This design comes from an exercise in tuning for small area on the open sky130 flow, not from production work. At most, simulation tests tie the RTL to the original design; equivalence was not proved. No activity file was given, so power comes from the tool's default toggle rates.

## R
// ok_stream_tester
module ok_stream_tester(
	input  wire        clk,
	input  wire        rst,
	input  wire        start_timer,
	input  wire        stop_timer,
	input  wire        reset_pattern,
	input  wire [31:0] pattern,
	input  wire        src_almost_full,
	output wire [63:0] src_data,
	output reg         src_valid,
	input  wire        snk_empty,
	output wire        snk_rd_en,
	input  wire        snk_valid,
	input  wire [63:0] snk_data,
	output wire [63:0] clk_counts,
	output reg         timer_on,
	output wire [31:0] error_count
);
==> flow/config.mk <==
export PLATFORM = sky130hd
export DESIGN_NAME = ok_stream_tester
export DESIGN_NICKNAME = ok_stream_tester
export VERILOG_FILES = /design/flow/design.v
export SDC_FILE = /design/flow/constraint.sdc
export NUM_CORES = 4
export LEC_CHECK = 0
export CAP_MARGIN = 20
export CORE_MARGIN = 2
export CORE_UTILIZATION = 40
export SLEW_MARGIN = 20
==> flow/constraint.sdc <==
create_clock -name core_clock -period 10.0 [get_ports {clk}]
set_input_delay 2.0000 -clock core_clock [delete_from_list [all_inputs] [get_ports {clk}]]
set_output_delay 2.0000 -clock core_clock [all_outputs]
set_load 0.01 [all_outputs]
standard.sh (not shown) runs the stock make flow with config.mk's settings and CLKGATE_MAP_FILE= SYNTH_SCRIPT=/design/flow/synth_recipe.tcl, a recipe that flattens the netlist after the stock synthesis.
==> flow/flow/run.sh <==
#!/bin/bash
# Standard ORFS layout with smaller port buffers and a leaner clock tree.
set -euo pipefail
export BUFFER_PORTS_ARGS="-buffer_cell sky130_fd_sc_hd__buf_1"
export CTS_ARGS="-sink_clustering_enable -repair_clock_nets -dont_use_dummy_load -buf_list sky130_fd_sc_hd__clkbuf_16 -sink_clustering_size 30 -sink_clustering_max_diameter 80"
bash standard.sh > standard.log 2>&1
#### Input delta (P over R)
- CORE_UTILIZATION now 70, was 40
==> flow/run.sh (new file) <==
#!/bin/bash
# synth_recipe.tcl (not shown) runs the flow's synth.tcl, then flattens the netlist and writes it again
# the make line also repeats each setting of config.mk as NAME=value (left out here)
make -C /OpenROAD-flow-scripts/flow DESIGN_CONFIG=/design/flow/config.mk WORK_HOME=/design/flow/orfs CLKGATE_MAP_FILE= SYNTH_SCRIPT=/design/flow/synth_recipe.tcl finish
removed: flow/flow/run.sh
removed: flow/standard.sh
--- outcome ---
- P vs R, detailed-routing iteration count for the pre-antenna-repair pass went down by 1.
- Diff R -> P: wire length after detailed routing saw an increase, clock buffer count in the final layout saw an increase, number of inserted diodes saw an increase, sequential share of layout area saw a decrease.
- P: PASS, flow complete, no timing, DRC or antenna violations
- Relative to R, the total power measured on P has increased by more than 10%.
- Run comparison: P leading cell type in the layout, fill and taps excluded sky130_fd_sc_hd__clkdlybuf4s50_1; R leading cell type in the layout, fill and taps excluded sky130_fd_sc_hd__buf_1
- The power density over the cells reported for P is greater than that of R by 5.7%.
- Share of power burned in the clock network, P and R, lower one = R.
- Comparing P and R, the lower die height was measured on P.
No functional check of the RTL was part of any run of this note.

========
Starting RTL as in the previous note.
clock: 10.0 ns
lec_check: 0
cap_margin: 20
core_margin: 2
core_utilization: 40
slew_margin: 20
==> flow/flow/run.sh <==
#!/bin/bash
# Standard ORFS layout with smaller port buffers and a leaner clock tree.
set -euo pipefail
export BUFFER_PORTS_ARGS="-buffer_cell sky130_fd_sc_hd__buf_1"
export CTS_ARGS="-sink_clustering_enable -repair_clock_nets -dont_use_dummy_load -buf_list sky130_fd_sc_hd__clkbuf_8 -sink_clustering_size 18 -sink_clustering_max_diameter 50"
bash standard.sh > standard.log 2>&1
The first run completed without violations.
Change:
==> flow/flow/run.sh (replaced) <==
#!/bin/bash
# Standard ORFS layout with smaller port buffers and a leaner clock tree.
set -euo pipefail
export BUFFER_PORTS_ARGS="-buffer_cell sky130_fd_sc_hd__buf_1"
export CTS_ARGS="-sink_clustering_enable -repair_clock_nets -dont_use_dummy_load -buf_list sky130_fd_sc_hd__clkbuf_8"
bash standard.sh > standard.log 2>&1
Outcome: Global-route usage is about the same. Via count decreases by 0.40%. Design area increases by 0.95%.
Change:
==> flow/flow/run.sh (replaced) <==
#!/bin/bash
# Standard ORFS layout with smaller port buffers and a leaner clock tree.
set -euo pipefail
export BUFFER_PORTS_ARGS="-buffer_cell sky130_fd_sc_hd__buf_1"
export CTS_ARGS="-sink_clustering_enable -repair_clock_nets -dont_use_dummy_load"
bash standard.sh > standard.log 2>&1
Settings changed: CORE_UTILIZATION 40 to 70.
The new run finished with timing, DRC and antenna clean.
Flip-flop and latch count stays the same.
Routed wire length is lower by 6.2%.
Total power rises by 0.58%.
Worst hold slack gains 41 ps.
Function was not checked in any run of this note: the RTL went through the layout flow alone.

========
north:
Another version of the RTL of ok_stream_tester (not shown whole).
For scale: about 1,500 cells after synthesis, ~230 flip-flops, roughly 270 I/O pins.
Settings: LEC_CHECK=0, ABC_AREA=1, CAP_MARGIN=20, CORE_MARGIN=2, CORE_UTILIZATION=40, SLEW_MARGIN=20; clock period 10.0 ns.
==> flow/flow/run.sh <==
#!/bin/bash
# Standard ORFS layout with smaller port buffers and a leaner clock tree.
set -euo pipefail
export BUFFER_PORTS_ARGS="-buffer_cell sky130_fd_sc_hd__buf_1"
export CTS_ARGS="-sink_clustering_enable -repair_clock_nets -dont_use_dummy_load -buf_list sky130_fd_sc_hd__clkbuf_16 -sink_clustering_size 30 -sink_clustering_max_diameter 80"
bash standard.sh > standard.log 2>&1
north finished every stage and its layout cleared the timing, design-rule and antenna checks.
The following lists how south was set up differently from north:
- a change of SLEW_MARGIN from 20 to 0
- a change of CAP_MARGIN from 20 to 0
==> flow/flow/run.sh <==
#!/bin/bash
# Standard ORFS layout with smaller port buffers and a leaner clock tree.
set -euo pipefail
export BUFFER_PORTS_ARGS="-buffer_cell sky130_fd_sc_hd__buf_1"
export CTS_ARGS="-sink_clustering_enable -repair_clock_nets -dont_use_dummy_load -buf_list sky130_fd_sc_hd__clkbuf_8 -sink_clustering_size 24 -sink_clustering_max_diameter 60"
bash standard.sh > standard.log 2>&1
### Flow results
Routed via count divided by cell count: north vs south — no meaningful difference. From north to south the numbers moved as follows: number of global-route vias before repair -1.5%, fmax moved up, arrival time of the worst setup path fell by 0.06 ns, global-route usage flat. south against north: final worst-path cycle share saw a decrease, final cell count saw an increase. Compared with north, in south number of inserted filler cells in the final layout rose about 1.4%, synthesis-to-finish area growth down 0.69 points, total wire length after detailed routing increased by about 0.5% relative to the old numbers, clock period minus worst slack fell 0.030 ns.
For east, these inputs were changed with respect to south:
- changing CAP_MARGIN from 0 to 20
- changing SLEW_MARGIN from 0 to 20
Findings:
~same total power consumption of the routed design in east and south. Per the comparison of east with south, maximum frequency essentially unchanged, area added between synthesis and finish has remained practically unchanged, power density relative to cell area level, buffer share of cell area essentially unchanged.
Changes in west relative to east:
- a change of ABC_AREA from 1 to 0
Findings:
west did not stop at any stage, and its layout met the timing, design-rule and antenna checks. From east to west the numbers moved as follows: amount of wire on met2 after detailed routing shows an increase of 15%, final routed wirelength across all metal layers went up 3.9 mm. Comparing east and west, the lower first-pass GRT wire length is on east. east → west: clock tree cell share of total cell area rose 0.23 points, number of stages on the worst setup path now sits lower.

========
The RTL this note starts from:
==> flow/design.v <==
module dataGenerator(
    input  wire        clk,
    input  wire [3:0]  psel,      
    input  wire        restart,
    input  wire        advance,
    output reg  [63:0] v
);
wire p0 = psel[0];
wire p1 = psel[1];
wire p2 = psel[2];
wire p3 = psel[3];
wire a0 = advance & p0;
wire a1 = advance & p1;
wire a2 = advance & p2;
wire a3 = advance & p3;
wire [3:0] blk_ones;
genvar i, b;
generate
    for (b = 0; b < 4; b = b + 1) begin : ones
        assign blk_ones[b] = &v[16*b+15:16*b];
    end
endgenerate
wire [4:0] cb;                                  
assign cb[0] = a1 | (a2 & v[63]);
assign cb[1] = cb[0] & blk_ones[0];
assign cb[2] = (cb[1] & blk_ones[1]) | (a2 & v[31]) | (a3 & (&v[31:28]));
assign cb[3] = (cb[2] & blk_ones[2]) | (a2 & v[47]);
assign cb[4] = cb[3] & blk_ones[3];
wire [64:0] c;                                  
wire [63:0] ci = c[63:0] | ({{36{a2}}, 15'd0, {13{a2}}} & v);  
generate
    for (i = 0; i <= 64; i = i + 1) begin : chain
        if (i % 16 == 0)
            assign c[i] = cb[i/16];
        else if (i % 8 == 0)
            assign c[i] = ci[i-1] & v[i-1] & ~p0;
        else if (i % 8 == 3)
            assign c[i] = (ci[i-1] & v[i-1]) | a0;
        else if (i == 4)
            assign c[i] = (ci[i-1] & v[i-1]) | a3;
        else if (i == 28)
            assign c[i] = (ci[i-1] & v[i-1]) | (a2 & v[27]) | a3;
        else
            assign c[i] = ci[i-1] & v[i-1];
    end
endgenerate
wire [63:0] t = v ^ ci;
wire       ch_max   = c[12];           
wire       ts_max   = c[64];           
wire       marker   = ~|v[3:0];        
wire [3:0] id       = v[3:0];
wire [3:0] id_next  = ch_max ? ((id == 4'hE) ? 4'h1 : id + 4'h1) : id;
reg [63:0] n;
always @* begin
    n = t;
    if (a2 | a3)
        n[27:13] = v[26:12];
    if (a3) begin
        n[3:0]   = id_next;
        n[4]     = t[4] | ch_max;
        n[12]    = (v[23] ^ v[17] ^ v[15]) | marker;
        n[28]    = t[28] | ts_max;
    end
end
reg [63:0] k;
always @* begin
    k = 64'd0;
    if (advance) begin
        if (p0) k = 64'h0706050403020100;
        if (p2) k = 64'h0000000000000001;
        if (p3) k = {36'h000000001, 16'h0123, 8'h01, 4'h1};
    end else begin
        if (p0) k = 64'hFFFEFDFCFBFAF9F8;
        if (p1) k = 64'hFFFFFFFFFFFFFFFF;
        if (p2) k = 64'h8000000000000000;
        if (p3) k = {36'hFFFFFFFFF, 16'h8091, 8'hFF, 4'h0};
    end
end
always @(posedge clk)
    v <= (restart & (|psel)) ? k : n;
endmodule
module checkData(
    input  wire        clk,
    input  wire [63:0] data_to_check,
    input  wire [3:0]  psel,
    input  wire        reset_err_counter,
    input  wire        reset_pattern,
    input  wire        check_for_errors,
    input  wire        enable_pattern,
    output wire [31:0] error_count
);
wire [63:0] correct_data;
wire [63:0] diff = data_to_check ^ correct_data;
wire mismatch = (|diff[27:0]) | (~psel[3] & (|diff[63:28]));
wire inc = check_for_errors & mismatch;
skip_counter #(.W(32)) errors (
    .clk(clk),
    .inc(inc),
    .clr(reset_err_counter),
    .q(error_count)
);
dataGenerator dataGenCheck(
    .clk(clk),
    .psel(psel),
    .restart(reset_pattern),
    .advance(enable_pattern),
    .v(correct_data)
);
endmodule
module ok_stream_tester(
	input  wire        clk,
	input  wire        rst,
	input  wire        start_timer,
	input  wire        stop_timer,
	input  wire        reset_pattern,
	input  wire [31:0] pattern,
	input  wire        src_almost_full,
	output wire [63:0] src_data,
	output reg         src_valid,
	input  wire        snk_empty,
	output wire        snk_rd_en,
	input  wire        snk_valid,
	input  wire [63:0] snk_data,
	output wire [63:0] clk_counts,
	output reg         timer_on,
	output wire [31:0] error_count
);
wire [63:0] generated_data;
wire        enable_gener = timer_on & ~src_almost_full;
wire        count        = start_timer | timer_on;
wire        known = ~|pattern[31:2];
wire [3:0]  psel  = {4{known}} & {pattern[1:0] == 2'd3, pattern[1:0] == 2'd2,
                                  pattern[1:0] == 2'd1, pattern[1:0] == 2'd0};
assign src_data  = {generated_data[31:0], generated_data[63:32]};
assign snk_rd_en = ~snk_empty;
skip_counter #(.W(64)) timer (
	.clk(clk),
	.inc(count),
	.clr(rst),
	.q(clk_counts)
);
always @(posedge clk) begin
	timer_on  <= ~stop_timer & (start_timer | (timer_on & ~rst));
	src_valid <= enable_gener;
end
dataGenerator generateData (
	.clk(clk),
	.psel(psel),
	.restart(reset_pattern),
	.advance(enable_gener),
	.v(generated_data)
);
checkData checkDataFromPipeIn (
	.clk(clk),
	.data_to_check({snk_data[31:0], snk_data[63:32]}),
	.psel(psel),
	.reset_err_counter(rst),
	.reset_pattern(reset_pattern),
	.check_for_errors(snk_valid),
	.enable_pattern(snk_rd_en),
	.error_count(error_count)
);
endmodule
module skip_counter #(
	parameter W = 64,
	parameter B = 16
) (
	input  wire         clk,
	input  wire         inc,
	input  wire         clr,
	output reg  [W-1:0] q
);
wire [W/B:0] cb;
wire [W:0]   c;
assign cb[0] = inc;
genvar i, b;
generate
	for (b = 0; b < W/B; b = b + 1) begin : blk
		assign cb[b+1] = cb[b] & (&q[B*b+B-1:B*b]);
		assign c[B*b] = cb[b];
		for (i = B*b + 1; i < B*b + B; i = i + 1) begin : bt
			assign c[i] = c[i-1] & q[i-1];
		end
	end
endgenerate
wire keep = inc | ~clr;
always @(posedge clk)
	q <= (q ^ c[W-1:0]) & {W{keep}};
endmodule
==> flow/config.mk <==
export PLATFORM = sky130hd
export DESIGN_NAME = ok_stream_tester
export DESIGN_NICKNAME = ok_stream_tester
export VERILOG_FILES = /design/flow/design.v
export SDC_FILE = /design/flow/constraint.sdc
export NUM_CORES = 4
export LEC_CHECK = 0
export ABC_AREA = 1
export CAP_MARGIN = 0
export CORE_MARGIN = 2
export CORE_UTILIZATION = 40
export SLEW_MARGIN = 0
==> flow/constraint.sdc <==
create_clock -name core_clock -period 10.0 [get_ports {clk}]
set_input_delay 2.0000 -clock core_clock [delete_from_list [all_inputs] [get_ports {clk}]]
set_output_delay 2.0000 -clock core_clock [all_outputs]
set_load 0.01 [all_outputs]
==> flow/flow/run.sh <==
#!/bin/bash
# Standard ORFS layout with smaller port buffers and a leaner clock tree.
set -euo pipefail
export BUFFER_PORTS_ARGS="-buffer_cell sky130_fd_sc_hd__buf_1"
export CTS_ARGS="-sink_clustering_enable -repair_clock_nets -dont_use_dummy_load -buf_list sky130_fd_sc_hd__clkbuf_16 -sink_clustering_size 30 -sink_clustering_max_diameter 150"
bash standard.sh > standard.log 2>&1
The starting point passed the timing, design-rule and antenna checks.
==> next run, changes <==
==> flow/flow/run.sh (replaced) <==
#!/bin/bash
# Standard ORFS layout with smaller port buffers and a leaner clock tree.
set -euo pipefail
export BUFFER_PORTS_ARGS="-buffer_cell sky130_fd_sc_hd__buf_1"
export CTS_ARGS="-sink_clustering_enable -repair_clock_nets -dont_use_dummy_load -buf_list sky130_fd_sc_hd__clkbuf_4 -sink_clustering_size 10 -sink_clustering_max_diameter 40"
bash standard.sh > standard.log 2>&1
What happened: Synthesized cell count is unchanged; synthesized area does not change; routed wire length is higher by 1.7%; clock-buffer cell count is higher by 30; cell area barely changes; total power is higher by 0.98%; maximum frequency is higher by 1.3%; non-clock buffer count stays the same; worst hold slack degrades by 0.0063 ns; setup slack improves by 0.11 ns.

## what the ideal ports hide
How much do the figures lean on ideal ports? The routed layouts below were timed once more, with nothing changed but the port constraints. Step 1, drivers: a clkbuf_16 drives clk and a buf_2 each remaining input, both assumed. Step 2, shift: input delay + t, output delay - t, t = (earliest + latest rising clock arrival at the registers) / 2. This alone moves slack from input paths to output paths. a / b / c = no drivers / after step 1 / after step 2; a / b = the first two.
run | t, ns | setup WS [ns] | worst setup path at the end | latest minus earliest clock arrival (ns)
R | 0.528 | 1.745 / 1.771 / 1.243 | input to register | 0.054 / 0.054
P | 0.565 | 0.797 / 0.817 / 0.252 | input to register | 0.015 / 0.015
the first run of note 2 | 0.554 | 1.770 / 1.793 / 1.239 | input to register | 0.058 / 0.058
the second run of note 2 | 0.570 | 1.781 / 1.804 / 1.235 | input to register | 0.064 / 0.063
the third run of note 2 | 0.548 | 1.688 / 1.650 / 1.101 | input to register | 0.034 / 0.035
north | 0.533 | 1.501 / 1.499 / 0.965 | input to register | 0.061 / 0.061
south | 0.583 | 1.531 / 1.523 / 0.940 | input to register | 0.083 / 0.083
east | 0.582 | 1.546 / 1.532 / 0.950 | input to register | 0.092 / 0.092
west | 0.606 | 1.947 / 1.968 / 1.362 | input to register | 0.064 / 0.064
the first run of note 4 | 0.510 | 1.511 / 1.503 / 0.993 | input to register | 0.047 / 0.047
the second run of note 4 | 0.665 | 1.619 / 1.607 / 0.941 | input to register | 0.079 / 0.079
After both steps every run listed still meets setup and hold. For the second run of note 4, which loses most, drivers alone change the setup slack by -0.012 ns; drivers and shift together by -0.678 ns.
